From an optimization exercise on the open Yosys and OpenROAD flow, aimed at small area and a short achievable clock period; shortcuts taken in it are not production practice.
At most, simulation tests tie the RTL to the original design; equivalence was not proved.
Power is estimated from default activity; no workload was simulated.

==> flow/design.v (excerpt) <==
module iitb_proc (clk, reset, i_mem_addr, i_mem_data, reg1, reg2, reg3, reg4, reg5, reg6, reg7);
Settings: LEC_CHECK=0, ABC_CLOCK_PERIOD_IN_PS=3500, CAP_MARGIN=20, CORE_MARGIN=2, CORE_UTILIZATION=30, CTS_CLUSTER_DIAMETER=80, CTS_CLUSTER_SIZE=20, PLACE_DENSITY=0.4, SLEW_MARGIN=20; clock period 10.0 ns.
standard.sh (not shown) runs the stock make flow with config.mk's settings and CLKGATE_MAP_FILE= SYNTH_SCRIPT=/design/flow/synth_recipe.tcl, a recipe that flattens the netlist after the stock synthesis.
==> flow/flow/run.sh <==
#!/bin/bash
# Layout flow: the standard ORFS flow (standard synthesis unchanged), with
# timing repair aimed below the 10 ns period so that the achieved period is short,
# clock tree synthesis without dummy loads, and plain buffers on the ports.
set -euo pipefail
cd "$(dirname "$0")/.."
bash standard.sh SETUP_SLACK_MARGIN=6.9 \
  "CTS_ARGS=-sink_clustering_enable -repair_clock_nets -sink_clustering_size 20 -sink_clustering_max_diameter 80 -dont_use_dummy_load" \
  "BUFFER_PORTS_ARGS=-buffer_cell sky130_fd_sc_hd__buf_2" \
  finish > flow_orfs.log 2>&1
Edit:
--- a/flow/design.v
+++ b/flow/design.v
@@ -1,17 +1,16 @@
 module iitb_proc (clk, reset, i_mem_addr, i_mem_data, reg1, reg2, reg3, reg4, reg5, reg6, reg7);
 input clk, reset;
 output [15:0] i_mem_addr;
 input [15:0] i_mem_data;
 output [15:0] reg1, reg2, reg3, reg4, reg5, reg6, reg7;
 reg         first;               
 reg  [15:0] irf, pc_f;           
 reg         irf_hold, irf_rab;   
-reg  [2:0]  ra_sel, rb_sel;      
 reg  [4:0]  d_op;                
 reg  [2:0]  d_ra, d_rc;
 reg  [8:0]  d_imm;               
 reg         d_cimm;
 reg  [15:0] pc_d;
 reg  [15:0] rA_q, rB_q;
 reg         ra_is0, rb_is0;
 reg  [4:0]  e_op;                
@@ -32,36 +31,27 @@
 reg  [15:0] rd_data;             
 reg         w_wb, w_alu;
 reg  [2:0]  w_rc;
 reg  [15:0] R0;
 reg  [15:0] R1, R2, R3, R4, R5, R6, R7;
 assign i_mem_addr = R0;
 assign reg1 = R1; assign reg2 = R2; assign reg3 = R3; assign reg4 = R4;
 assign reg5 = R5; assign reg6 = R6; assign reg7 = R7;
-wire [15:0] nx_irf = first ? 16'd0 : i_mem_data;
-wire        nx_hold = (nx_irf[15:12] == 4'b0010) && (nx_irf[1:0] == 2'b11);
-wire        nx_rab = (nx_irf[15:12] == 4'b0011) || (nx_irf[15:12] == 4'b0100);
 always @(posedge clk or posedge reset)
 	if (reset) begin
 		first <= 1'b1;
 		irf <= 16'd0;
 		irf_hold <= 1'b0;
 		irf_rab <= 1'b0;
-		ra_sel <= 3'd0;
-		rb_sel <= 3'd0;
 	end else begin
-		if (!nx_hold) begin
-			ra_sel <= nx_rab ? nx_irf[8:6] : nx_irf[11:9];
-			rb_sel <= nx_irf[8:6];
-		end
 		first <= 1'b0;
 		irf <= first ? 16'd0 : i_mem_data;
-		irf_hold <= nx_hold;
-		irf_rab <= nx_rab;
+		irf_hold <= !first && (i_mem_data[15:12] == 4'b0010) && (i_mem_data[1:0] == 2'b11);
+		irf_rab <= !first && ((i_mem_data[15:12] == 4'b0011) || (i_mem_data[15:12] == 4'b0100));
 	end
 always @(posedge clk)
 	pc_f <= R0;
 wire [3:0] opc = irf[15:12];
 wire [2:0] fn = irf[2:0];
 wire d_hold = irf_hold;
 reg  [4:0] dn_op;
 reg  [2:0] dn_ra, dn_rc;
@@ -112,18 +102,18 @@
 always @(posedge clk or posedge reset)
 	if (reset) begin
 		d_op <= 5'd0;
 		d_rc <= 3'd0;
 	end else if (!d_hold) begin
 		d_op <= dn_op;
 		d_rc <= dn_rc;
 	end
-wire [2:0] ra_n = ra_sel;    
-wire [2:0] rb_n = rb_sel;    
+wire [2:0] ra_n = d_hold ? d_ra : irf_rab ? irf[8:6] : irf[11:9];
+wire [2:0] rb_n = d_hold ? d_imm[8:6] : irf[8:6];
 reg  [15:0] rnA, rnB;
 always @(*) begin
 	case (ra_n)
 	3'd1: rnA = R1; 3'd2: rnA = R2; 3'd3: rnA = R3; 3'd4: rnA = R4;
 	3'd5: rnA = R5; 3'd6: rnA = R6; default: rnA = R7;
 	endcase
 	case (rb_n)
 	3'd1: rnB = R1; 3'd2: rnB = R2; 3'd3: rnB = R3; 3'd4: rnB = R4;
Effect: Wire length decreases by a few percent; fmax increases slightly; cell count increases slightly; combinational power increases by a few percent; power increases slightly; synthesized area decreases slightly.
No functional check of the RTL was part of any run of this note.


Another version of the RTL of iitb_proc (not shown whole).
Size in the first run: ~4500 cells after synthesis, about 1400 flip-flops, roughly 150 I/O pins, ~60000 sq um of cells after synthesis.
export LEC_CHECK = 0
export ABC_CLOCK_PERIOD_IN_PS = 3500
export CAP_MARGIN = 20
export CORE_MARGIN = 2
export CORE_UTILIZATION = 30
export CTS_CLUSTER_DIAMETER = 80
export CTS_CLUSTER_SIZE = 20
export PLACE_DENSITY = 0.4
export SLEW_MARGIN = 20
create_clock -name core_clock -period 10.0 [get_ports {clk}]
==> flow/flow/run.sh <==
#!/bin/bash
# Layout flow: the standard ORFS flow (standard synthesis unchanged), with
# timing repair aimed below the 10 ns period so that the achieved period is short,
# clock tree synthesis without dummy loads, and plain buffers on the ports.
set -euo pipefail
cd "$(dirname "$0")/.."
bash standard.sh SETUP_SLACK_MARGIN=6.5 \
  "CTS_ARGS=-sink_clustering_enable -repair_clock_nets -sink_clustering_size 20 -sink_clustering_max_diameter 80 -dont_use_dummy_load" \
  "BUFFER_PORTS_ARGS=-buffer_cell sky130_fd_sc_hd__buf_2" \
  finish > flow_orfs.log 2>&1
==> next run, changes <==
--- a/flow/design.v
+++ b/flow/design.v
@@ -183,32 +183,23 @@
 	out_d2 <= d2n_x;
 	e_t1 <= (f == 5'd8) && fc_n;
 	e_t0 <= f_compl ^ (((f == 5'd4) || (f == 5'd8)) && fc_n);
 	brj <= pc_off;
 	frm_q <= frm;
 end
 wire [15:0] wd = rd_data;
-always @(posedge clk or posedge reset)
-	if (reset) begin
-		R1 <= 16'd1;
-		R2 <= 16'd2;
-		R3 <= 16'd3;
-		R4 <= 16'd4;
-		R5 <= 16'd5;
-		R6 <= 16'h8000;
-		R7 <= 16'h8000;
-	end else if (w_wb) begin
-		if (w_rc == 3'd1) R1 <= wd;
-		if (w_rc == 3'd2) R2 <= wd;
-		if (w_rc == 3'd3) R3 <= wd;
-		if (w_rc == 3'd4) R4 <= wd;
-		if (w_rc == 3'd5) R5 <= wd;
-		if (w_rc == 3'd6) R6 <= wd;
-		if (w_rc == 3'd7) R7 <= wd;
-	end
+always @(posedge clk) begin
+	if (reset) R1 <= 16'd1; else if (w_wb && w_rc == 3'd1) R1 <= wd;
+	if (reset) R2 <= 16'd2; else if (w_wb && w_rc == 3'd2) R2 <= wd;
+	if (reset) R3 <= 16'd3; else if (w_wb && w_rc == 3'd3) R3 <= wd;
+	if (reset) R4 <= 16'd4; else if (w_wb && w_rc == 3'd4) R4 <= wd;
+	if (reset) R5 <= 16'd5; else if (w_wb && w_rc == 3'd5) R5 <= wd;
+	if (reset) R6 <= 16'h8000; else if (w_wb && w_rc == 3'd6) R6 <= wd;
+	if (reset) R7 <= 16'h8000; else if (w_wb && w_rc == 3'd7) R7 <= wd;
+end
 wire [4:0]  x = e_op;
 wire [15:0] op1 = out_d1, opb = out_d2;
 wire        x_add = (x < 5'd9);
 wire        x_nand = (x > 5'd8) && (x < 5'd15);
 wire        x_jump = (x == 5'd23) || (x == 5'd24) || (x == 5'd25);
 wire        x_cc = (x == 5'd2) || (x == 5'd6) || (x == 5'd10) || (x == 5'd13);
 wire        x_cz = (x == 5'd3) || (x == 5'd7) || (x == 5'd11) || (x == 5'd14);
@@ -265,23 +256,21 @@
 	fz <= fz_n;
 end
 wire [7:0] wd_e = m_a0 ? alu_q[15:8] : alu_q[7:0];
 wire [7:0] wd_o = m_a0 ? alu_q[7:0] : alu_q[15:8];
 localparam [47:0] INIT_E = 48'h33_84_03_02_01_06;    
 localparam [47:0] INIT_O = 48'h99_40_20_80_40_00;    
 reg [511:0] ebank, obank;
-reg rst_q;
-always @(posedge clk) rst_q <= reset;
 genvar j, b, g;
 generate for (j = 0; j < 64; j = j + 1) begin : bank
 	always @(posedge clk) begin
-		if (rst_q || (m_wr && m_ehi[j / 8] && m_elo[j % 8]))
-			ebank[8*j +: 8] <= rst_q ? ((j < 6) ? INIT_E[8*j +: 8] : 8'd0) : wd_e;
-		if (rst_q || (m_wr && m_ohi[j / 8] && m_olo[j % 8]))
-			obank[8*j +: 8] <= rst_q ? ((j < 6) ? INIT_O[8*j +: 8] : 8'd0) : wd_o;
+		if (reset || (m_wr && m_ehi[j / 8] && m_elo[j % 8]))
+			ebank[8*j +: 8] <= reset ? ((j < 6) ? INIT_E[8*j +: 8] : 8'd0) : wd_e;
+		if (reset || (m_wr && m_ohi[j / 8] && m_olo[j % 8]))
+			obank[8*j +: 8] <= reset ? ((j < 6) ? INIT_O[8*j +: 8] : 8'd0) : wd_o;
 	end
 end endgenerate
 wire [7:0] rd_e, rd_o;
 generate for (b = 0; b < 8; b = b + 1) begin : rdbit
 	wire [7:0] eg, og;
 	for (g = 0; g < 8; g = g + 1) begin : grp
 		wire [7:0] ecol, ocol;
Power drops by 7.6%.
Die area stays flat.
Wire length climbs by 4.3%.
Sequential share of layout area is about the same.
Global-route usage climbs by 0.82 points.
Count of clock-buffer cells in the layout drops by 5.
Cell area drops by 1.6%.
Register-to-register slack hardly moves.
Maximum frequency climbs by 1.3%.
The RTL of the first run of this note was laid out without a check of its function.

-- what the ideal ports hide --
The flow's constraints put no driver on any port. The routed layouts listed below were extracted and timed again, unchanged, in two steps. Step 1 (the two cells are an assumption about what drives the block):
set clk [get_ports {clk}]
set_driving_cell -lib_cell sky130_fd_sc_hd__clkbuf_16 $clk
set_driving_cell -lib_cell sky130_fd_sc_hd__buf_2 [delete_from_list [all_inputs] $clk]
Step 2 also shifts input and output timing later by t, the mid clock arrival at the registers, as if the neighbouring blocks saw the same clock. Slacks: ideal ports / drivers / drivers and shift; pairs: ideal ports / drivers.
run	t, ns	setup slack, ns	worst data-port slew with drivers (ns)	pins driven straight from the clock port
the first run of note 1	0.811	6.639 / 6.547 / 6.362	0.03	1
the second run of note 1	0.794	6.694 / 6.613 / 6.379	0.21	1
the first run of note 2	0.796	6.518 / 6.433 / 6.318	0.03	1
the second run of note 2	0.807	6.562 / 6.490 / 5.814	0.19	1
After both steps setup and hold are still met in every run listed. For the second run of note 2, which loses most, drivers alone change the setup slack by -0.072 ns; drivers and shift together by -0.748 ns. The worst setup slack also covers recovery checks on asynchronous resets.
